This is an optimization exercise on Yosys and OpenROAD, whose aim is small area, not a production implementation. RTL that was checked went through simulation tests only; none was proved equivalent to the original. For run 2, only the layout was checked, not whether the RTL still works. The clock input has no modelled driver; a real chip could not lean on it and would need a root buffer or a full tree. No activity file was given, so power comes from the tool's default toggle rates.

### design/flow/config.mk
export PLATFORM = sky130hd
export DESIGN_NAME = relojContadorAritmeticaMuxDisp7SegTLD
export DESIGN_NICKNAME = relojContadorAritmeticaMuxDisp7SegTLD
export VERILOG_FILES = /design/flow/design.v
export SDC_FILE = /design/flow/constraint.sdc
export NUM_CORES = 4
export LEC_CHECK = 0
export CAP_MARGIN = 20
export CORE_AREA = 2.3 2.72 57.5 57.12
export DIE_AREA = 0 0 60 60
export SLEW_MARGIN = 20
### design/flow/constraint.sdc
create_clock -name core_clock -period 20.0 [get_ports {clkNexys2}]
set_input_delay 4.0000 -clock core_clock [delete_from_list [all_inputs] [get_ports {clkNexys2}]]
set_output_delay 4.0000 -clock core_clock [all_outputs]
set_load 0.01 [all_outputs]
### design/flow/design.v
module divisorDeReloj(
    input relojNexys2,
    input rst,
    output pulsoReloj
    );
	reg [16:0] q;
	wire ceros = ~|q[15:0];
	always @(posedge relojNexys2, posedge rst)
	begin
		if (rst)
			q <= 17'h00204;
		else
			q <= {q[15:0], q[16] ^ q[13] ^ ceros};
	end
	assign pulsoReloj = ceros & ~q[16];
endmodule
module contadorSelector(
    input clk,
    input rst,
    input frecuenciaReloj,
    output [1:0] contador
    );
	reg [1:0] j;
	always @(posedge clk, posedge rst)
	begin
		if (rst)
			j <= 2'b00;
		else if (frecuenciaReloj)
			j <= {j[0], ~j[1]};
	end
	assign contador = j;
endmodule
module display7Seg(x, op, sel, an, seg);
  input [3:0] x;
  wire [3:0] x;
  input [1:0] op;
  wire [1:0] op;
  input [1:0] sel;
  wire [1:0] sel;
  output [3:0] an;
  wire [3:0] an;
  output [7:0] seg;
  wire [7:0] seg;
  wire _081_;
  wire _082_;
  wire _083_;
  wire _084_;
  wire _085_;
  wire _086_;
  wire _087_;
  wire _088_;
  wire _089_;
  wire _090_;
  wire _091_;
  wire _092_;
  wire _093_;
  wire _094_;
  wire _095_;
  wire _096_;
  wire _097_;
  wire _098_;
  wire _099_;
  wire _100_;
  wire _101_;
  wire _102_;
  wire _103_;
  wire _104_;
  wire _105_;
  wire _106_;
  wire _107_;
  wire _108_;
  wire _109_;
  wire _110_;
  wire _111_;
  wire _112_;
  wire _113_;
  wire _114_;
  wire _115_;
  wire _116_;
  wire _117_;
  wire _118_;
  wire _119_;
  wire _120_;
  wire _121_;
  wire _122_;
  wire _123_;
  wire _124_;
  wire _125_;
  wire _126_;
  wire _127_;
  wire _128_;
  wire _129_;
  wire _130_;
  wire _131_;
  wire _132_;
  wire _133_;
  wire _134_;
  wire _135_;
  wire _136_;
  wire _137_;
  wire _138_;
  wire _139_;
  wire _140_;
  wire _141_;
  wire _142_;
  wire _143_;
  wire _144_;
  wire _145_;
  wire _146_;
  wire _147_;
  wire _148_;
  wire _149_;
  wire _150_;
  wire _151_;
  wire _152_;
  wire _153_;
  wire _154_;
  wire _155_;
  wire _156_;
  wire _157_;
  wire _158_;
  wire _159_;
  wire _160_;
  wire _161_;
  wire _162_;
  wire _163_;
  wire _164_;
  wire _165_;
  wire _166_;
  wire _167_;
  wire _168_;
  wire _169_;
  wire _170_;
  wire _171_;
  wire _172_;
  wire _173_;
  wire _174_;
  wire _175_;
  wire _176_;
  wire _177_;
  wire _178_;
  wire _179_;
  wire _180_;
  wire _181_;
  wire _182_;
  wire _183_;
  wire _184_;
  wire _185_;
  wire _186_;
  wire _187_;
  wire _188_;
  wire _189_;
  wire _190_;
  wire _191_;
  wire _192_;
  wire _193_;
  wire _194_;
  wire _195_;
  wire _196_;
  wire _197_;
  wire _198_;
  wire _199_;
  wire _200_;
  wire _201_;
  wire _202_;
  wire _203_;
  wire _204_;
  wire _205_;
  wire _206_;
  wire _207_;
  wire _208_;
  wire _209_;
  wire _210_;
  wire _211_;
  wire _212_;
  wire _213_;
  wire _214_;
  wire _215_;
  wire _216_;
  wire _217_;
  wire _218_;
  wire _219_;
  wire _220_;
  wire _221_;
  wire _222_;
  wire _223_;
  wire _224_;
  wire _225_;
  wire _226_;
  wire _227_;
  wire _228_;
  wire _229_;
  wire _230_;
  wire _231_;
  wire _232_;
  wire _233_;
  wire _234_;
  wire _235_;
  wire _236_;
  wire _237_;
  wire _238_;
  wire _239_;
  wire _240_;
  wire _241_;
  wire _242_;
  wire _243_;
  wire _244_;
  wire _245_;
  wire _246_;
  wire _247_;
  wire _248_;
  wire _249_;
  wire _250_;
  wire _251_;
  wire _252_;
  wire _253_;
  wire _254_;
  wire _255_;
  wire _256_;
  wire _257_;
  wire _258_;
  wire _259_;
  wire _260_;
  wire _261_;
  wire _262_;
  wire _263_;
  wire _264_;
  wire _265_;
  wire _266_;
  wire _267_;
  wire _268_;
  wire _269_;
  wire _270_;
  wire _271_;
  wire _272_;
  wire _273_;
  wire _274_;
  wire _275_;
  wire _276_;
  wire _277_;
  wire _278_;
  wire _279_;
  wire _280_;
  wire _281_;
  wire _282_;
  wire _283_;
  wire _284_;
  wire _285_;
  wire _286_;
  wire _287_;
  wire _288_;
  wire _289_;
  wire _290_;
  wire _291_;
  wire _292_;
  wire _293_;
  wire _294_;
  wire _295_;
  wire _296_;
  wire _297_;
  wire _298_;
  wire _299_;
  wire _300_;
  wire _301_;
  wire _302_;
  wire _303_;
  wire _304_;
  wire _305_;
  wire _306_;
  wire _307_;
  wire _308_;
  wire _309_;
  wire _310_;
  wire _311_;
  wire _312_;
  wire _313_;
  wire _314_;
  wire _315_;
  wire _316_;
  wire _317_;
  wire _318_;
  wire _319_;
  wire _320_;
  wire _321_;
  wire _322_;
  wire _323_;
  wire _324_;
  wire _325_;
  wire _326_;
  wire _327_;
  wire _328_;
  wire _329_;
  wire _330_;
  wire _331_;
  wire _332_;
  wire _333_;
  wire _334_;
  wire _335_;
  wire _336_;
  wire _337_;
  wire _338_;
  wire _339_;
  wire _340_;
  wire _341_;
  wire _342_;
  wire _343_;
  wire _344_;
  wire _345_;
  wire _346_;
  wire _347_;
  wire _348_;
  wire _349_;
  wire _350_;
  wire _351_;
  wire _352_;
  wire _353_;
  wire _354_;
  wire _355_;
  wire _356_;
  wire _357_;
  wire _358_;
  wire _359_;
  wire _360_;
  wire _361_;
  wire _362_;
  wire _363_;
  wire _364_;
  wire _365_;
  wire _366_;
  wire _367_;
  wire _368_;
  wire _369_;
  wire _370_;
  wire _371_;
  wire _372_;
  wire _373_;
  wire _374_;
  wire _375_;
  wire _376_;
  wire _377_;
  wire _378_;
  wire _379_;
  wire _380_;
  wire _381_;
  wire _382_;
  wire _383_;
  wire _384_;
  wire _385_;
  wire _386_;
  wire _387_;
  wire _388_;
  wire _389_;
  wire _390_;
  wire _391_;
  wire _392_;
  wire _393_;
  wire _394_;
  wire _395_;
  wire _396_;
  wire _397_;
  wire _398_;
  wire _399_;
  wire _400_;
  wire _401_;
  wire _402_;
  wire _403_;
  wire _404_;
  wire _405_;
  wire _406_;
  wire _407_;
  wire _408_;
  wire _409_;
  wire _410_;
  wire _411_;
  wire _412_;
  wire _413_;
  wire _414_;
  wire _415_;
  wire _416_;
  assign _228_ = ~sel[1];
  assign _257_ = _254_ & _255_;
  assign _225_ = _257_ | _256_;
  assign _254_ = ~_228_;
  assign _255_ = ~sel[0];
  assign _256_ = ~sel[1];
  assign _209_ = _258_ | _259_;
  assign _258_ = ~sel[0];
  assign _259_ = ~_225_;
  assign _219_ = ~sel[0];
  assign _193_ = _260_ | _261_;
  assign _260_ = ~_228_;
  assign _261_ = ~_219_;
  assign _213_ = ~x[3];
  assign _265_ = _262_ & _263_;
  assign _210_ = _265_ | _264_;
  assign _262_ = ~x[1];
  assign _263_ = ~_213_;
  assign _264_ = ~x[2];
  assign _186_ = _266_ & _267_;
  assign _266_ = ~_209_;
  assign _267_ = ~_210_;
  assign _202_ = ~op[0];
  assign _199_ = _268_ | _269_;
  assign _268_ = ~_202_;
  assign _269_ = ~op[1];
  assign _274_ = _270_ & _271_;
  assign _275_ = _272_ & _273_;
  assign _187_ = _274_ | _275_;
  assign _270_ = ~x[0];
  assign _271_ = ~_199_;
  assign _272_ = ~_202_;
  assign _273_ = ~op[1];
  assign _279_ = _276_ & _277_;
  assign _189_ = _279_ & _278_;
  assign _276_ = ~_210_;
  assign _277_ = ~_199_;
  assign _278_ = ~_193_;
  assign _280_ = _186_ & _187_;
  assign _281_ = _280_ & x[3];
  assign _145_ = _281_ | _189_;
  assign _168_ = ~x[0];
  assign _153_ = ~_199_;
  assign _140_ = _282_ | _283_;
  assign _282_ = ~x[1];
  assign _283_ = ~_213_;
  assign _141_ = _284_ & _285_;
  assign _284_ = ~x[2];
  assign _285_ = ~_193_;
  assign _166_ = _213_ | op[1];
  assign _292_ = _286_ & _287_;
  assign _293_ = _292_ & _288_;
  assign _294_ = _289_ & _290_;
  assign _295_ = _294_ & _291_;
  assign _162_ = _293_ | _295_;
  assign _286_ = ~x[2];
  assign _287_ = ~sel[1];
  assign _288_ = ~_168_;
  assign _289_ = ~_166_;
  assign _290_ = ~sel[1];
  assign _291_ = ~_168_;
  assign _300_ = _296_ & _297_;
  assign _301_ = _300_ & _298_;
  assign _146_ = _301_ & _299_;
  assign _296_ = ~x[1];
  assign _297_ = ~x[2];
  assign _298_ = ~_219_;
  assign _299_ = ~_162_;
  assign _154_ = _302_ & _303_;
  assign _302_ = ~_202_;
  assign _303_ = ~op[1];
  assign _309_ = _304_ & _305_;
  assign _310_ = _309_ & _306_;
  assign _311_ = _307_ & _308_;
  assign _147_ = _310_ | _311_;
  assign _304_ = ~x[3];
  assign _305_ = ~_219_;
  assign _306_ = ~_186_;
  assign _307_ = ~_153_;
  assign _308_ = ~_154_;
  assign _312_ = _145_ | _146_;
  assign _142_ = _312_ | _147_;
  assign _321_ = _313_ & _314_;
  assign _322_ = _315_ & _316_;
  assign _323_ = _317_ & _318_;
  assign _324_ = _319_ & _320_;
  assign _325_ = _321_ | _322_;
  assign _326_ = _325_ | _323_;
  assign _135_ = _326_ | _324_;
  assign _313_ = ~_228_;
  assign _314_ = ~_142_;
  assign _315_ = ~x[0];
  assign _316_ = ~_142_;
  assign _317_ = ~_140_;
  assign _318_ = ~_142_;
  assign _319_ = ~_141_;
  assign _320_ = ~_142_;
  assign _331_ = _327_ & _328_;
  assign _332_ = _331_ | _329_;
  assign _129_ = _332_ | _330_;
  assign _327_ = ~x[0];
  assign _328_ = ~_210_;
  assign _329_ = ~_228_;
  assign _330_ = ~_135_;
  assign _339_ = _333_ & _334_;
  assign _340_ = _339_ & _335_;
  assign _341_ = _336_ & _337_;
  assign _342_ = _341_ & _338_;
  assign _086_ = _340_ | _342_;
  assign _333_ = ~_168_;
  assign _334_ = ~_186_;
  assign _335_ = ~_129_;
  assign _336_ = ~_153_;
  assign _337_ = ~_186_;
  assign _338_ = ~_129_;
  assign _347_ = _343_ & _344_;
  assign _348_ = _347_ | _345_;
  assign _119_ = _348_ | _346_;
  assign _343_ = ~x[1];
  assign _344_ = ~_213_;
  assign _345_ = ~_140_;
  assign _346_ = ~_135_;
  assign _353_ = _349_ & _350_;
  assign _354_ = _353_ & _351_;
  assign _087_ = _354_ & _352_;
  assign _349_ = ~_219_;
  assign _350_ = ~_210_;
  assign _351_ = ~_187_;
  assign _352_ = ~_119_;
  assign _358_ = _355_ & _356_;
  assign _091_ = _358_ & _357_;
  assign _355_ = ~_168_;
  assign _356_ = ~_199_;
  assign _357_ = ~sel[0];
  assign _362_ = _359_ & _360_;
  assign _102_ = _362_ & _361_;
  assign _359_ = ~op[1];
  assign _360_ = ~_147_;
  assign _361_ = ~_209_;
  assign _098_ = _363_ & _119_;
  assign _363_ = ~_102_;
  assign _369_ = _364_ & _365_;
  assign _370_ = _369_ & _366_;
  assign _371_ = _370_ | _367_;
  assign _092_ = _371_ | _368_;
  assign _364_ = ~x[1];
  assign _365_ = ~x[2];
  assign _366_ = ~_166_;
  assign _367_ = ~_098_;
  assign _368_ = ~_228_;
  assign _375_ = _372_ & _373_;
  assign _088_ = _375_ & _374_;
  assign _372_ = ~_147_;
  assign _373_ = ~_091_;
  assign _374_ = ~_092_;
  assign _380_ = _376_ & _377_;
  assign _381_ = _380_ & _378_;
  assign _232_ = _381_ & _379_;
  assign _376_ = ~_145_;
  assign _377_ = ~_086_;
  assign _378_ = ~_087_;
  assign _379_ = ~_088_;
  assign _105_ = ~_086_;
  assign _115_ = _382_ & _383_;
  assign _382_ = ~_228_;
  assign _383_ = ~sel[0];
  assign _101_ = _384_ & _385_;
  assign _384_ = ~_115_;
  assign _385_ = ~_087_;
  assign _389_ = _386_ & _387_;
  assign _170_ = _389_ | _388_;
  assign _386_ = ~_098_;
  assign _387_ = ~_105_;
  assign _388_ = ~_101_;
  assign _205_ = _390_ | _391_;
  assign _390_ = ~_153_;
  assign _391_ = ~_129_;
  assign _201_ = _392_ & _393_;
  assign _392_ = ~_102_;
  assign _393_ = ~_170_;
  assign _397_ = _394_ & _395_;
  assign _227_ = _397_ | _396_;
  assign _394_ = ~_142_;
  assign _395_ = ~_205_;
  assign _396_ = ~_201_;
  assign _398_ = _105_ & _205_;
  assign _399_ = _398_ & _088_;
  assign _400_ = _232_ & _227_;
  assign _239_ = _399_ | _400_;
  assign _401_ = _186_ & _187_;
  assign _402_ = _401_ | _091_;
  assign _251_ = _402_ | _239_;
  assign _407_ = _403_ & _404_;
  assign _408_ = _405_ & _406_;
  assign _249_ = _407_ | _408_;
  assign _403_ = ~_189_;
  assign _404_ = ~_115_;
  assign _405_ = ~_140_;
  assign _406_ = ~_115_;
  assign _414_ = _409_ & _410_;
  assign _415_ = _414_ & _411_;
  assign _416_ = _415_ & _412_;
  assign _248_ = _416_ | _413_;
  assign _409_ = ~_162_;
  assign _410_ = ~_092_;
  assign _411_ = ~_251_;
  assign _412_ = ~_232_;
  assign _413_ = ~_249_;
  assign _081_ = sel[0];
  assign _082_ = _115_;
  assign _083_ = _086_;
  assign _084_ = _105_;
  assign _085_ = _145_;
  assign _089_ = _232_;
  assign _090_ = _147_;
  assign _093_ = _088_;
  assign _094_ = _170_;
  assign _095_ = x[1];
  assign _096_ = x[2];
  assign _097_ = _166_;
  assign _099_ = _228_;
  assign _100_ = _092_;
  assign _103_ = _119_;
  assign _104_ = _098_;
  assign _106_ = op[1];
  assign _107_ = _147_;
  assign _108_ = _209_;
  assign _109_ = _102_;
  assign _110_ = _098_;
  assign _111_ = _168_;
  assign _112_ = _199_;
  assign _113_ = sel[0];
  assign _114_ = _091_;
  assign _116_ = _219_;
  assign _117_ = _210_;
  assign _118_ = _187_;
  assign _120_ = _087_;
  assign _121_ = x[1];
  assign _122_ = _213_;
  assign _123_ = _140_;
  assign _124_ = _135_;
  assign _125_ = _119_;
  assign _126_ = _168_;
  assign _127_ = _153_;
  assign _128_ = _186_;
  assign _130_ = _086_;
  assign _131_ = _205_;
  assign _132_ = x[0];
  assign _133_ = _210_;
  assign _134_ = _228_;
  assign _136_ = _129_;
  assign _137_ = _129_;
  assign _138_ = _228_;
  assign _139_ = x[0];
  assign _143_ = _135_;
  assign _144_ = _153_;
  assign _148_ = _142_;
  assign _149_ = _087_;
  assign _150_ = x[3];
  assign _151_ = _219_;
  assign _152_ = _186_;
  assign _155_ = _147_;
  assign _156_ = _202_;
  assign _157_ = op[1];
  assign _158_ = _154_;
  assign _159_ = x[1];
  assign _160_ = x[2];
  assign _161_ = _219_;
  assign _163_ = _146_;
  assign _164_ = _201_;
  assign _165_ = x[2];
  assign _167_ = sel[1];
  assign _169_ = _162_;
  assign _171_ = _213_;
  assign _172_ = op[1];
  assign _173_ = _166_;
  assign _174_ = _102_;
  assign _175_ = x[2];
  assign _176_ = _193_;
  assign _177_ = _141_;
  assign _178_ = _101_;
  assign _179_ = x[1];
  assign _180_ = _213_;
  assign _181_ = _140_;
  assign _182_ = _199_;
  assign _183_ = _153_;
  assign _184_ = x[0];
  assign _185_ = _168_;
  assign _188_ = x[3];
  assign _190_ = _145_;
  assign _191_ = _210_;
  assign _192_ = _199_;
  assign _194_ = _189_;
  assign _195_ = _227_;
  assign _196_ = _202_;
  assign _197_ = op[1];
  assign _198_ = x[0];
  assign _200_ = _187_;
  assign _203_ = op[1];
  assign _204_ = _199_;
  assign _206_ = op[0];
  assign _207_ = _202_;
  assign _208_ = _142_;
  assign _211_ = _186_;
  assign _212_ = x[1];
  assign _214_ = x[2];
  assign _215_ = _210_;
  assign _216_ = x[3];
  assign _217_ = _213_;
  assign _218_ = _228_;
  assign _220_ = _193_;
  assign _221_ = sel[0];
  assign _222_ = _219_;
  assign _223_ = _239_;
  assign _224_ = sel[0];
  assign _226_ = _209_;
  assign _229_ = sel[0];
  assign _230_ = sel[1];
  assign _231_ = _225_;
  assign _233_ = sel[1];
  assign _234_ = _228_;
  assign _235_ = _088_;
  assign _236_ = _205_;
  assign _237_ = _105_;
  assign _238_ = _251_;
  assign _240_ = _091_;
  assign _241_ = _187_;
  assign _242_ = _186_;
  assign _243_ = _249_;
  assign _244_ = _115_;
  assign _245_ = _140_;
  assign _246_ = _189_;
  assign _247_ = _228_;
  assign _250_ = _232_;
  assign _252_ = _092_;
  assign _253_ = _162_;
  assign seg = { _239_, _248_, _170_, _239_, _251_, _227_, _232_, 1'h1 };
  assign an = { _225_, _209_, _193_, 1'h1 };
endmodule
module relojContadorAritmeticaMuxDisp7SegTLD(
    input [3:0] numBinario,
    input [1:0] seleccionarOperacion,
    input clkNexys2,
    input Reset,
    output [3:0] leds,
    output [7:0] ledsDisplay,
    output [3:0] anodoComun
    );
	assign leds = numBinario;
	wire pulso;
	wire [1:0] selector;
	divisorDeReloj frecuenciaReloj(.relojNexys2(clkNexys2), .rst(Reset), .pulsoReloj(pulso));
	contadorSelector selectorDisplay(.clk(clkNexys2), .rst(Reset), .frecuenciaReloj(pulso), .contador(selector));
	display7Seg mostrarDigito(.x(numBinario), .op(seleccionarOperacion), .sel(selector), .an(anodoComun), .seg(ledsDisplay));
endmodule
### design/flow/flow/run.sh
#!/bin/bash
# Own layout flow: the standard flow (standard.sh) with these changes:
#  - synthesis runs the standard flow's synthesis script unchanged, except that Yosys's abc call
#    uses the area-oriented ABC script in flow/area.abc instead of ORFS's speed script,
#    and Yosys does not map half/full adders to adder cells before ABC;
#  - port buffers are the smallest buffer cell (buf_1) instead of ORFS's default choice;
#  - after CTS, the clock tree's leaf buffers are removed and its root buffer, sized up,
#    drives all the flip-flops directly (flow/one_clock_buffer.tcl).
# Each tool's full output stays in this folder: *.log here, per-step logs in orfs/logs.
set -euo pipefail
here=$(pwd)
{
  echo "set ::my_abc_script $here/flow/area.abc"
  cat "$here/flow/abc_override.tcl"
  cat "$here/synth_recipe.tcl"
} > "$here/own_synth.tcl"
export BUFFER_PORTS_ARGS="-buffer_cell sky130_fd_sc_hd__buf_1"
export CTS_ARGS="-sink_clustering_enable -repair_clock_nets -dont_use_dummy_load -sink_clustering_size 30 -sink_clustering_max_diameter 300 -root_buf sky130_fd_sc_hd__clkbuf_4 -buf_list sky130_fd_sc_hd__clkbuf_4"
args=(SYNTH_SCRIPT="$here/own_synth.tcl" ADDER_MAP_FILE= SKIP_REPAIR_TIE_FANOUT=1)
bash standard.sh "${args[@]}" cts > "$here/standard_to_cts.log" 2>&1
export RESULTS_DIR="$here/orfs/results/$FLOW_PLATFORM/relojContadorAritmeticaMuxDisp7SegTLD/base"
export CLOCK_PORT=clkNexys2
export ROOT_CLOCK_BUFFER=${ROOT_CLOCK_BUFFER:-sky130_fd_sc_hd__buf_6}
openroad -no_init -exit "$here/flow/one_clock_buffer.tcl" > "$here/one_clock_buffer.log" 2>&1
bash standard.sh "${args[@]}" finish > "$here/standard_finish.log" 2>&1
### design/flow/flow/abc_override.tcl
# Run Yosys's abc with our own ABC script in place of the one ORFS passes.
proc abc {args} {
  set i [lsearch -exact $args -script]
  if { $i >= 0 } {
    lset args [expr { $i + 1 }] $::my_abc_script
  }
  yosys abc {*}$args
}
### design/flow/flow/area.abc
strash
dch -f
amap
topo
### design/flow/flow/one_clock_buffer.tcl
# After CTS: replace the two-level clock tree (root buffer feeding leaf buffers) by the
# root buffer alone, sized up, driving every clock sink. The clock port still feeds
# only the root buffer's input.
set results $::env(RESULTS_DIR)
read_db $results/4_cts.odb
set db [ord::get_db]
set block [ord::get_db_block]
set port_net [$block findNet $::env(CLOCK_PORT)]
set root ""
foreach it [$port_net getITerms] {
  set inst [$it getInst]
  if { [string match "*clkbuf*" [[$inst getMaster] getName]] } { set root $inst }
}
if { $root == "" } { error "no root clock buffer" }
set root_net [[$root findITerm X] getNet]
foreach it [$root_net getITerms] {
  set inst [$it getInst]
  if { $inst == $root } { continue }
  if { ![string match "*clkbuf*" [[$inst getMaster] getName]] } { continue }
  set leaf_net [[$inst findITerm X] getNet]
  foreach sink [$leaf_net getITerms] {
    if { [$sink getInst] == $inst } { continue }
    $sink disconnect
    $sink connect $root_net
  }
  puts "removing leaf clock buffer [$inst getName]"
  odb::dbInst_destroy $inst
  odb::dbNet_destroy $leaf_net
}
$root swapMaster [$db findMaster $::env(ROOT_CLOCK_BUFFER)]
detailed_placement
check_placement -verbose
write_db $results/4_cts.odb
### design/flow/standard.sh
#!/bin/bash
# synth_recipe.tcl (not shown) runs the flow's synth.tcl, then flattens the netlist and writes it again
# the make line also repeats each setting of config.mk as NAME=value (left out here)
make -C /OpenROAD-flow-scripts/flow DESIGN_CONFIG=/design/flow/config.mk WORK_HOME=/design/flow/orfs CLKGATE_MAP_FILE= SYNTH_SCRIPT=/design/flow/synth_recipe.tcl "${@:-finish}"
==> impl_metrics.csv, run 1 <==
group,metric,value,unit
clock_network,clkSinkCount,19,
finish,n_fill_cell,311,
power,p_seq_share,62.8,%
worst_setup_path,end_kind,"output pin",
routing,via_per_inst,5.45,
routing,wl,1750,um
power,clkPwrFrac,20.1,%
clock_network,cts_setup_buffers,0,
global_route,grt_pass1_vias,639,
worst_setup_path,r2r_start,"frecuenciaReloj.q[1]",
finish,seq_area,478,um^2
synth,ys_seq_area_share,52.1,%
routing,vias,714,
finish,antenna_cells,0,
global_route,grt_pass1_wl,3170,um
synth,syn_nets,100,
timing,fin_crit_sh,58.6,%
floorplanning,die_h,60,um
timing,rsz0062_at_grt,"no",
timing,setup_violations,0,
floorplanning,rows,20,
clock_network,clock_latency,0.13,ns
routing,first_iter_violations,118,
power,power_leakage,0.365,nW
timing,tightest_slew,0.615,ns
finish,multi_input_area,285,um^2
worst_setup_path,reg2reg_to,"selectorDisplay.j[1]",
global_route,antenna_found_initial,0,
global_route,globalRouteTotalUtil,12.6,%
synth,synth_cell_types,25,
power,switching_share,25.1,%
synth,synthCells,92,
hold_path,min_to,"frecuenciaReloj.q[12]",
clock_network,clkTransAtPathRegs,0.11,ns
timing,maxSlewViolCount,0,
power,powerDensity,65.8,nW/um^2
place,gp_congestion,0.998,
timing,clock-skew-final,0.00290,ns
synth,syn_area_per_cell,9.97,um^2
routing,ant_nets,0,
power,p_comb_share,17.1,%
hold_path,hp-class,"flop to flop",
timing,period_minus_slack,11.72,ns
global_route,grt_start_max_net_pins,20,
power,internal_power,0.0458,mW
timing,max_freq,85.3,MHz
routing,wl_per_cell,13.3,um
clock_network,ctsResizeCount,0,
synth,synth-seq-cells,19,
synth,synth_warnings,2,
hold_path,hold_depth,0,
power,p_switching,0.0154,mW
timing,relSlewSlack,58.8,%
floorplanning,ioPinCount,24,
place,port_buffers,21,
place,dp_slack,8.43,ns
power,peakVddDrop,54.2,uV
floorplanning,start_util,30.5,%
hold_path,hold_start,"frecuenciaReloj.q[11]",
routing,drc,0,
worst_setup_path,reg2reg_slack,18.54,ns
timing,fin_setup_tns,0,ns
timing,hold_viol_final,0,
worst_setup_path,crit_arrival,7.72,ns
worst_setup_path,crit_fanout,4,
worst_setup_path,crit_type,"input pin to output pin",
finish,fin_nets,108,
place,post-dp-hpwl,1380,um
routing,first_pass_iters,4,
worst_setup_path,crit_required,16.00,ns
global_route,grt_overflow,0,
floorplanning,dieArea,3600,um^2
job,max_cap_viol_count,0,
worst_setup_path,rr_worst_depth,5,
outcome,status,"timing/DRC/antenna clean",
finish,syn_to_final_growth,1.23,%
worst_setup_path,crit_path_start_kind,"input pin",
finish,drive_gt1_share,3.06,%
clock_network,cts_hold_buf,0,
floorplanning,die_x,60,um
floorplanning,placeableCoreArea,3000,um^2
synth,syn_area,917,um^2
timing,fin_ws,8.28,ns
## stage by stage
stage | util, % | total power, mW | instances | cell area [um^2] | hold slack, ns
floorplan | - | 0.0492 | 92 | 917 | 0.354
global placement | 30.5 | 0.0493 | 130 | 917 | 0.361
detailed placement | 30.5 | 0.0494 | 130 | 917 | 0.364
CTS | 31.3 | 0.0666 | 133 | 940 | 0.381
global route | 30.9 | 0.0647 | 131 | 928 | 0.396
finish | 30.9 | 0.0611 | 131 | 928 | 0.390
## sequential cells by signal, indices dropped and copies added (netlist names)
| signal | flops |
|---|---|
| selectorDisplay.j | 2 |
| frecuenciaReloj.q | 17 |
## power by group through the flow
stage	Sequential (mW)	Combinational [mW]	Clock (mW)
final	0.0384	0.0104	0.0123
after global routing	0.0384	0.0116	0.0147
after CTS	0.0384	0.0103	0.0178
after detailed placement	0.0391	0.0103	0
after global placement	0.0391	0.0102	0
after floorplan	0.0391	0.0100	0
## cells in the final DEF, fill, tap and decap left out, drive strengths merged, types with 3 or more instances in the layout
| cell | synthesis | layout |
|---|---|---|
| a211oi | 3 | 3 |
| buf | 16 | 22 |
| clkinv | 9 | 9 |
| dfrtp | 17 | 17 |
| nand2 | 6 | 6 |
| nor2 | 5 | 5 |
| nor3 | 4 | 4 |
| nor4 | 8 | 8 |
| o21ai | 3 | 3 |
| o22ai | 3 | 3 |
## how the worst max path moves through the flow
stage | cells after the start | start | slack (ns) | to
6_report | 17 | numBinario[3] | 8.28 | ledsDisplay[6]
5_1_grt | 17 | numBinario[3] | 7.90 | ledsDisplay[6]
4_1_cts | 17 | numBinario[3] | 8.41 | ledsDisplay[6]
3_5_place_dp | 17 | numBinario[3] | 8.43 | ledsDisplay[6]
3_3_place_gp | 17 | numBinario[3] | 8.46 | ledsDisplay[6]
2_1_floorplan | 17 | numBinario[3] | 9.14 | ledsDisplay[6]
## area by class of cell
type                       instances  share of cell area [%]
tap                               33                    4.45
timing repair buffer              21                    8.49
multi-input combinational         48                    30.7
inverter                           9                    3.64
clock buffer                       1                    1.21
sequential                        19                    51.5
## worst max-delay path, stage by stage
cell	delay (ns)
buf_1	0.19
clkinv_1	0.15
o21ai_0	0.42
nor2_1	0.19
a31o_1	0.24
or3_1	0.41
a41oi_1	0.23
o211ai_1	0.15
nor2b_1	0.18
o311ai_0	0.17
nor3_1	0.12
nor4_1	0.44
a32o_1	0.24
a211o_1	0.14
nor4_1	0.06
a221o_1	0.27
buf_1	0.13
## synthesized netlist by cell type (all sizes together)
library cell   n  area [um^2]
dfrtp         17          425
buf           16          120
clkinv         9         33.8
nor4           8         50.1
nand2          6         22.5
nor2           5         18.8
nor3           4         20.0
a211oi         3         22.5
o21ai          3         15.0
o22ai          3         18.8
a21oi          2         10.0
dfstp          2         52.6
o211ai         2         15.0
a211o          1         8.76
a221o          1         10.0
a31o           1         8.76
a32o           1         10.0
a41oi          1         8.76
conb           1         3.75
nand4          1         6.26
nor2b          1         6.26
o311ai         1         8.76
o32ai          1         8.76
or2            1         6.26
or3            1         6.26
## per-layer routing
metal / global-route usage [%] / share of wire [%] / vias to the layer above
li1: - / - / 335
met1: 17.9 / 42 / 340
met2: 21.4 / 49 / 34
met3: 1.52 / 7.8 / 5
met4: 0.952 / 0.97 / 0
met5: 0 / 0 / -
## cells by family (layout without fill, tap and decap cells)
logic type	after synthesis	count (layout)	synth area share, %
other	1	1	0.409
and+or+nand+nor	27	27	14.9
AOI/OAI and AO/OA	20	20	15.8
buffers and inverters	25	31	16.8
DFF	19	19	52.1
==> run 2, diff against run 1 <==
--- a/design/flow/design.v
+++ b/design/flow/design.v
@@ -12,3 +12,3 @@
 		else
-			q <= {q[15:0], q[16] ^ q[13] ^ ceros};
+			q <= {q[15:0], q[16] ^ (q[13] | ceros)};
 	end
--- a/design/flow/flow/run.sh
+++ b/design/flow/flow/run.sh
@@ -6,4 +6,6 @@
 #  - port buffers are the smallest buffer cell (buf_1) instead of ORFS's default choice;
-#  - after CTS, the clock tree's leaf buffers are removed and its root buffer, sized up,
-#    drives all the flip-flops directly (flow/one_clock_buffer.tcl).
+#  - the two constant outputs share one tie cell (SKIP_REPAIR_TIE_FANOUT=1);
+#  - after CTS, the clock tree's leaf buffers are removed and its root buffer, resized to
+#    buf_6, drives all 19 flip-flops directly (flow/one_clock_buffer.tcl). Every flip-flop
+#    then gets the clock through the same single buffer.
 # Each tool's full output stays in this folder: *.log here, per-step logs in orfs/logs.
--- a/design/flow/flow/one_clock_buffer.tcl
+++ b/design/flow/flow/one_clock_buffer.tcl
@@ -1,3 +1,3 @@
 # After CTS: replace the two-level clock tree (root buffer feeding leaf buffers) by the
-# root buffer alone, sized up, driving every clock sink. The clock port still feeds
+# root buffer alone, resized to ROOT_CLOCK_BUFFER, driving every clock sink. The clock port still feeds
 # only the root buffer's input.
==> impl_metrics.csv, run 2 <==
group,metric,value,unit
outcome,status,"timing/DRC/antenna clean",
worst_setup_path,crit_buf_inv,3,
worst_setup_path,rr_worst_depth,5,
place,dp.cells,131,
job,max_cap_viol_count,0,
synth,syn_nets,101,
power,power_leakage,0.365,nW
worst_setup_path,crit_arrival,7.75,ns
routing,drc,0,
routing,ant_nets,0,
finish,fin_nets,109,
global_route,grt_pass1_vias,672,
clock_network,clkTransAtPathRegs,0.11,ns
finish,layout_commonest_cell,"buf_1",
synth,synth_top_area_share,46.3,%
routing,via_per_inst,5.73,
worst_setup_path,crit_path_max_incr_delay,0.44,ns
synth,synth_cell_types,25,
worst_setup_path,crit_fanout,4,
global_route,grt_overflow,0,
hold_path,min_to,"frecuenciaReloj.q[13]",
worst_setup_path,worstPathCellList,"buf_1, clkinv_1, o21ai_0, nor2_1, a31o_1, or3_1, a41oi_1, o211ai_1, nor2b_1, o311ai_0, nor3_1, nor4_1, a32o_1, a211o_1, nor4_1, a221o_1, buf_1",
place,post-dp-hpwl,1420,um
worst_setup_path,crit_type,"input pin to output pin",
synth,syn_area_per_cell,9.89,um^2
worst_setup_path,reg2reg_slack,18.57,ns
timing,rsz0062_at_grt,"no",
power,powerDensity,65.9,nW/um^2
synth,ys_seq_area_share,52.0,%
power,peakVddDrop,48.7,uV
routing,wl,1820,um
finish,syn_to_final_growth,1.22,%
floorplanning,ioPinCount,24,
finish,final_cell_mix,"21 x buf_1, 17 x dfrtp_1, 9 x clkinv_1",
floorplanning,placeableCoreArea,3000,um^2
timing,max_freq,85.1,MHz
timing,fin_setup_tns,0,ns
synth,synth_async_sr_flop_share,100,%
finish,antenna_cells,0,
floorplanning,die_x,60,um
worst_setup_path,r2r_start,"frecuenciaReloj.q[7]",
global_route,antenna_found_initial,0,
timing,tightest_slew,0.614,ns
clock_network,cts_setup_buffers,0,
place,gp_congestion,1.11,
synth,synth_edf_count,0,
synth,synth-seq-cells,19,
synth,syn_area,920,um^2
place,port_buffers,21,
synth,synthCells,93,
finish,drive_gt1_share,3.03,%
routing,first_pass_iters,4,
timing,setup_violations,0,
clock_network,clkSinkCount,19,
worst_setup_path,end_kind,"output pin",
timing,clock-skew-final,0.00236,ns
timing,relSlewSlack,58.8,%
global_route,globalRouteTotalUtil,12.0,%
clock_network,clock_latency,0.14,ns
synth,synthTopCellsByCount,"17 x dfrtp_1, 16 x buf_4, 9 x clkinv_1, 8 x nor4_1, 7 x nand2_1",
routing,first_iter_violations,59,
floorplanning,die_h,60,um
synth,synth_area_leaders,"dfrtp_1 46%, buf_4 13%, dfstp_2 5.7%",
finish,top_regs,"frecuenciaReloj.q: 17 flops, selectorDisplay.j: 2 flops",
timing,period_minus_slack,11.75,ns
floorplanning,start_util,30.6,%
timing,hold_viol_final,0,
worst_setup_path,critical-path-top-delay-family,"compound AO/OA/AOI/OAI gates",
worst_setup_path,crit_path_start_kind,"input pin",
finish,largest_register_ffs,17,
synth,yosysMostFrequentCell,"dfrtp_1",
clock_network,cts_hold_buf,0,
floorplanning,rows,20,
finish,instances_no_fill,132,
clock_network,ctsResizeCount,0,
synth,synth_flop_cell,"dfrtp_1",
global_route,grt_pass1_wl,2920,um
routing,vias,756,
floorplanning,dieArea,3600,um^2
synth,synth_largest_area_cell,"dfrtp_1",
hold_path,hold_depth,0,
finish,regMostFlops,"frecuenciaReloj.q",
global_route,grt_start_max_net_pins,20,
synth,synth_warnings,2,
worst_setup_path,crit_slowest_cell,"nor4_1",
hold_path,hold_start,"frecuenciaReloj.q[12]",
worst_setup_path,crit_required,16.00,ns
hold_path,hp-class,"flop to flop",
worst_setup_path,reg2reg_to,"selectorDisplay.j[1]",
timing,maxSlewViolCount,0,
routing,wl_per_cell,13.8,um
finish,post-route-util,31.0,%
timing,fin_crit_sh,58.8,%
run 2: changes by cell type after synthesis, sizes merged:
| cell | delta |
|---|---|
| a211oi | -1 |
| nor2b | +1 |
| nand2 | +1 |
| o21ai | +1 |
| a21oi | -1 |
run 2: kinds of logic (layout without fill, tap and decap cells):
family | after synthesis | count (layout) | synth area share (%)
AOI/OAI and AO/OA | 19 | 19 | 15.0
and+or+nand+nor | 29 | 29 | 15.9
other | 1 | 1 | 0.408
DFF | 19 | 19 | 52.0
buffers and inverters | 25 | 31 | 16.7
run 2: worst max path at each step:
| stage | startpoint | to | slack (ns) | cells after the start |
|---|---|---|---|---|
| 2_1_floorplan | numBinario[3] | ledsDisplay[6] | 9.14 | 17 |
| 3_3_place_gp | numBinario[3] | ledsDisplay[6] | 8.49 | 17 |
| 3_5_place_dp | numBinario[3] | ledsDisplay[6] | 8.37 | 17 |
| 4_1_cts | numBinario[3] | ledsDisplay[6] | 8.36 | 17 |
| 5_1_grt | numBinario[3] | ledsDisplay[6] | 7.96 | 17 |
| 6_report | numBinario[3] | ledsDisplay[6] | 8.25 | 17 |
run 2: worst reg2reg max path, cell delays in order, from the launching register on:
cell	delay [ns]
dfrtp_1	0.41
nor4_1	0.32
nand4_1	0.15
nor2_1	0.22
clkinv_1	0.12
o22ai_1	0.13
run 2: area by class of cell:
cell class,instances,area (um^2)
multi-input combinational,49,288
clock buffer,1,11.3
tap,33,41.3
timing repair buffer,21,78.8
sequential,19,478
fill,323,2070
inverter,9,33.8
run 2: stage by stage:
| stage | setup slack (ns) | power [mW] | hold WS (ns) | area, um^2 |
|---|---|---|---|---|
| 2_1_floorplan | 9.14 | 0.0492 | 0.354 | 920 |
| 3_3_place_gp | 8.49 | 0.0492 | 0.362 | 920 |
| 3_5_place_dp | 8.37 | 0.0495 | 0.365 | 920 |
| 4_1_cts | 8.36 | 0.0664 | 0.387 | 942 |
| 5_1_grt | 7.96 | 0.0653 | 0.405 | 931 |
| 6_report | 8.25 | 0.0614 | 0.390 | 931 |
run 2: where the power goes:
group	total (mW)	switching [mW]	internal, mW
clock	0.0125	0.00845	0.00406
combinational	0.0105	0.00716	0.00331
sequential	0.0384	0	0.0384
total	0.0614	0.0156	0.0458
run 2: layer usage:
layer | track usage (%) | up-vias | share of wire, %
met1 | 16.7 | 366 | 42
met4 | 2.86 | 0 | 1.8
met3 | 1.52 | 6 | 8.3
met5 | 0 | - | 0
met2 | 19.7 | 49 | 48
li1 | - | 335 | -
==> run 3, diff against run 2 <==
--- a/design/flow/design.v
+++ b/design/flow/design.v
@@ -12,3 +12,3 @@
 		else
-			q <= {q[15:0], q[16] ^ (q[13] | ceros)};
+			q <= {q[15:0], q[16] ^ q[13] ^ ceros};
 	end
==> impl_metrics.csv, run 3 <==
group,metric,value,unit
outcome,status,"timing/DRC/antenna clean",
worst_setup_path,r2r_start,"frecuenciaReloj.q[1]",
hold_path,min_to,"frecuenciaReloj.q[12]",
floorplanning,ioPinCount,24,
timing,tightest_slew,0.615,ns
timing,rsz0062_at_grt,"no",
global_route,globalRouteTotalUtil,12.6,%
routing,wl,1750,um
synth,synthCells,92,
worst_setup_path,crit_type,"input pin to output pin",
routing,via_per_inst,5.45,
clock_network,ctsResizeCount,0,
synth,synth_area_leaders,"dfrtp_1 46%, buf_4 13%, dfstp_2 5.7%",
global_route,grt_overflow,0,
timing,fin_hold_ws,0.390,ns
worst_setup_path,rr_worst_depth,5,
worst_setup_path,reg2reg_to,"selectorDisplay.j[1]",
worst_setup_path,crit_required,16.00,ns
timing,clock-skew-final,0.00290,ns
synth,syn_nets,100,
power,power_leakage,0.365,nW
routing,wl_per_cell,13.3,um
worst_setup_path,end_kind,"output pin",
timing,hold_viol_final,0,
worst_setup_path,crit_arrival,7.72,ns
finish,drive_gt1_share,3.06,%
place,port_buffers,21,
floorplanning,placeableCoreArea,3000,um^2
synth,yosysMostFrequentCell,"dfrtp_1",
timing,fin_crit_sh,58.6,%
floorplanning,die_x,60,um
global_route,antenna_found_initial,0,
finish,layout_commonest_cell,"buf_1",
finish,largest_register_ffs,17,
routing,first_iter_violations,118,
finish,top_regs,"frecuenciaReloj.q: 17 flops, selectorDisplay.j: 2 flops",
synth,ys_seq_area_share,52.1,%
synth,synth-seq-cells,19,
worst_setup_path,crit_fanout,4,
synth,synthTopCellsByCount,"17 x dfrtp_1, 16 x buf_4, 9 x clkinv_1, 8 x nor4_1, 6 x nand2_1",
floorplanning,die_h,60,um
finish,antenna_cells,0,
finish,post-route-util,30.9,%
power,powerDensity,65.8,nW/um^2
synth,synth_largest_area_cell,"dfrtp_1",
synth,synth_warnings,2,
synth,synth_flop_cell,"dfrtp_1",
job,max_cap_viol_count,0,
routing,drc,0,
finish,regMostFlops,"frecuenciaReloj.q",
timing,fin_setup_tns,0,ns
timing,maxSlewViolCount,0,
clock_network,clock_latency,0.13,ns
synth,synth_top_area_share,46.4,%
worst_setup_path,reg2reg_slack,18.54,ns
synth,syn_area,917,um^2
synth,synth_edf_count,0,
finish,final_cell_mix,"21 x buf_1, 17 x dfrtp_1, 9 x clkinv_1",
clock_network,clkTransAtPathRegs,0.11,ns
routing,ant_nets,0,
floorplanning,rows,20,
finish,fin_nets,108,
global_route,grt_start_max_net_pins,20,
hold_path,hp-class,"flop to flop",
clock_network,cts_hold_buf,0,
place,gp_congestion,0.998,
global_route,grt_pass1_wl,3170,um
hold_path,hold_depth,0,
place,post-dp-hpwl,1380,um
routing,first_pass_iters,4,
timing,max_freq,85.3,MHz
floorplanning,start_util,30.5,%
routing,vias,714,
clock_network,cts_setup_buffers,0,
finish,syn_to_final_growth,1.23,%
synth,synth_async_sr_flop_share,100,%
floorplanning,dieArea,3600,um^2
synth,syn_area_per_cell,9.97,um^2
synth,synth_cell_types,25,
clock_network,clkSinkCount,19,
finish,n_fill_cell,311,
worst_setup_path,crit_path_start_kind,"input pin",
hold_path,hold_start,"frecuenciaReloj.q[11]",
timing,period_minus_slack,11.72,ns
timing,relSlewSlack,58.8,%
timing,setup_violations,0,
global_route,grt_pass1_vias,639,
power,peakVddDrop,54.2,uV
run 3: cell types whose count changed after synthesis, sizes merged:
cell and delta:
a211oi +1, a21oi +1, nand2 -1, nor2b -1
o21ai -1
run 3: cell type report:
type	instances	area (um^2)	share of cell area (%)
Tap cell	33	41.3	4.45
Multi-Input combinational cell	48	285	30.7
Sequential cell	19	478	51.5
Timing Repair Buffer	21	78.8	8.49
Inverter	9	33.8	3.64
Clock buffer	1	11.3	1.21
run 3: worst max path at each step:
stage                             start             end  slack [ns]
after detailed placement  numBinario[3]  ledsDisplay[6]        8.43
final                     numBinario[3]  ledsDisplay[6]        8.28
after floorplan           numBinario[3]  ledsDisplay[6]        9.14
after global routing      numBinario[3]  ledsDisplay[6]        7.90
after global placement    numBinario[3]  ledsDisplay[6]        8.46
after CTS                 numBinario[3]  ledsDisplay[6]        8.41
run 3: through the flow:
step	total power, mW	instance area (um^2)	cells	setup WS, ns
2_1_floorplan	0.0492	917	92	9.14
3_3_place_gp	0.0493	917	130	8.46
3_5_place_dp	0.0494	917	130	8.43
4_1_cts	0.0666	940	133	8.41
5_1_grt	0.0647	928	131	7.90
6_report	0.0611	928	131	8.28
run 3: kinds of logic (layout without fill, tap and decap cells):
logic type / after synthesis / in the layout / share of synthesized area (%)
AOI/OAI and AO/OA: 20 / 20 / 15.8
buffers and inverters: 25 / 31 / 16.8
DFF: 19 / 19 / 52.1
other: 1 / 1 / 0.409
and+or+nand+nor: 27 / 27 / 14.9
run 3: critical path: stages:
cell      delay [ns]
buf_1           0.19
clkinv_1        0.15
o21ai_0         0.42
nor2_1          0.19
a31o_1          0.24
or3_1           0.41
a41oi_1         0.23
o211ai_1        0.15
nor2b_1         0.18
o311ai_0        0.17
nor3_1          0.12
nor4_1          0.44
a32o_1          0.24
a211o_1         0.14
nor4_1          0.06
a221o_1         0.27
buf_1           0.13
run 3: where the power goes:
part | internal, mW | switching, mW | leakage [nW] | total [mW]
sequential | 0.0384 | 0 | 0.237 | 0.0384
clock | 0.00405 | 0.00825 | 0.00605 | 0.0123
combinational | 0.00331 | 0.00712 | 0.122 | 0.0104
total | 0.0458 | 0.0154 | 0.365 | 0.0611
run 3: layer usage:
| metal | wire (um) | GRT usage [%] | vias to the layer above |
|---|---|---|---|
| met4 | 17 | 0.952 | 0 |
| met3 | 137 | 1.52 | 5 |
| li1 | - | - | 335 |
| met1 | 732 | 17.9 | 340 |
| met5 | 0 | 0 | - |
| met2 | 860 | 21.4 | 34 |

==> port drivers added, routing unchanged <==
How much do the figures lean on ideal ports? The routed layouts below were timed once more, with nothing changed but the port constraints.
Step 1: set_driving_cell puts a clkbuf_16 on clkNexys2 and a buf_2 on each other input, an assumption about the parent block.
Step 2 also shifts input and output timing later by t, the mid clock arrival at the registers, as if the neighbouring blocks saw the same clock.
Slacks: no drivers / after step 1 / after step 2; pairs: no drivers / after step 1.
run	t (ns)	setup WS [ns]	worst setup path after step 2	latest minus earliest clock arrival (ns)	slew at the worst register clock pin (ns)
run 1	0.154	8.278 / 8.253 / 8.253	input to output	0.003 / 0.003	0.11 / 0.11
run 2	0.155	8.246 / 8.224 / 8.224	input to output	0.003 / 0.002	0.11 / 0.11
run 3	0.154	8.278 / 8.253 / 8.253	input to output	0.003 / 0.003	0.11 / 0.11
After both steps every run listed still meets setup and hold.
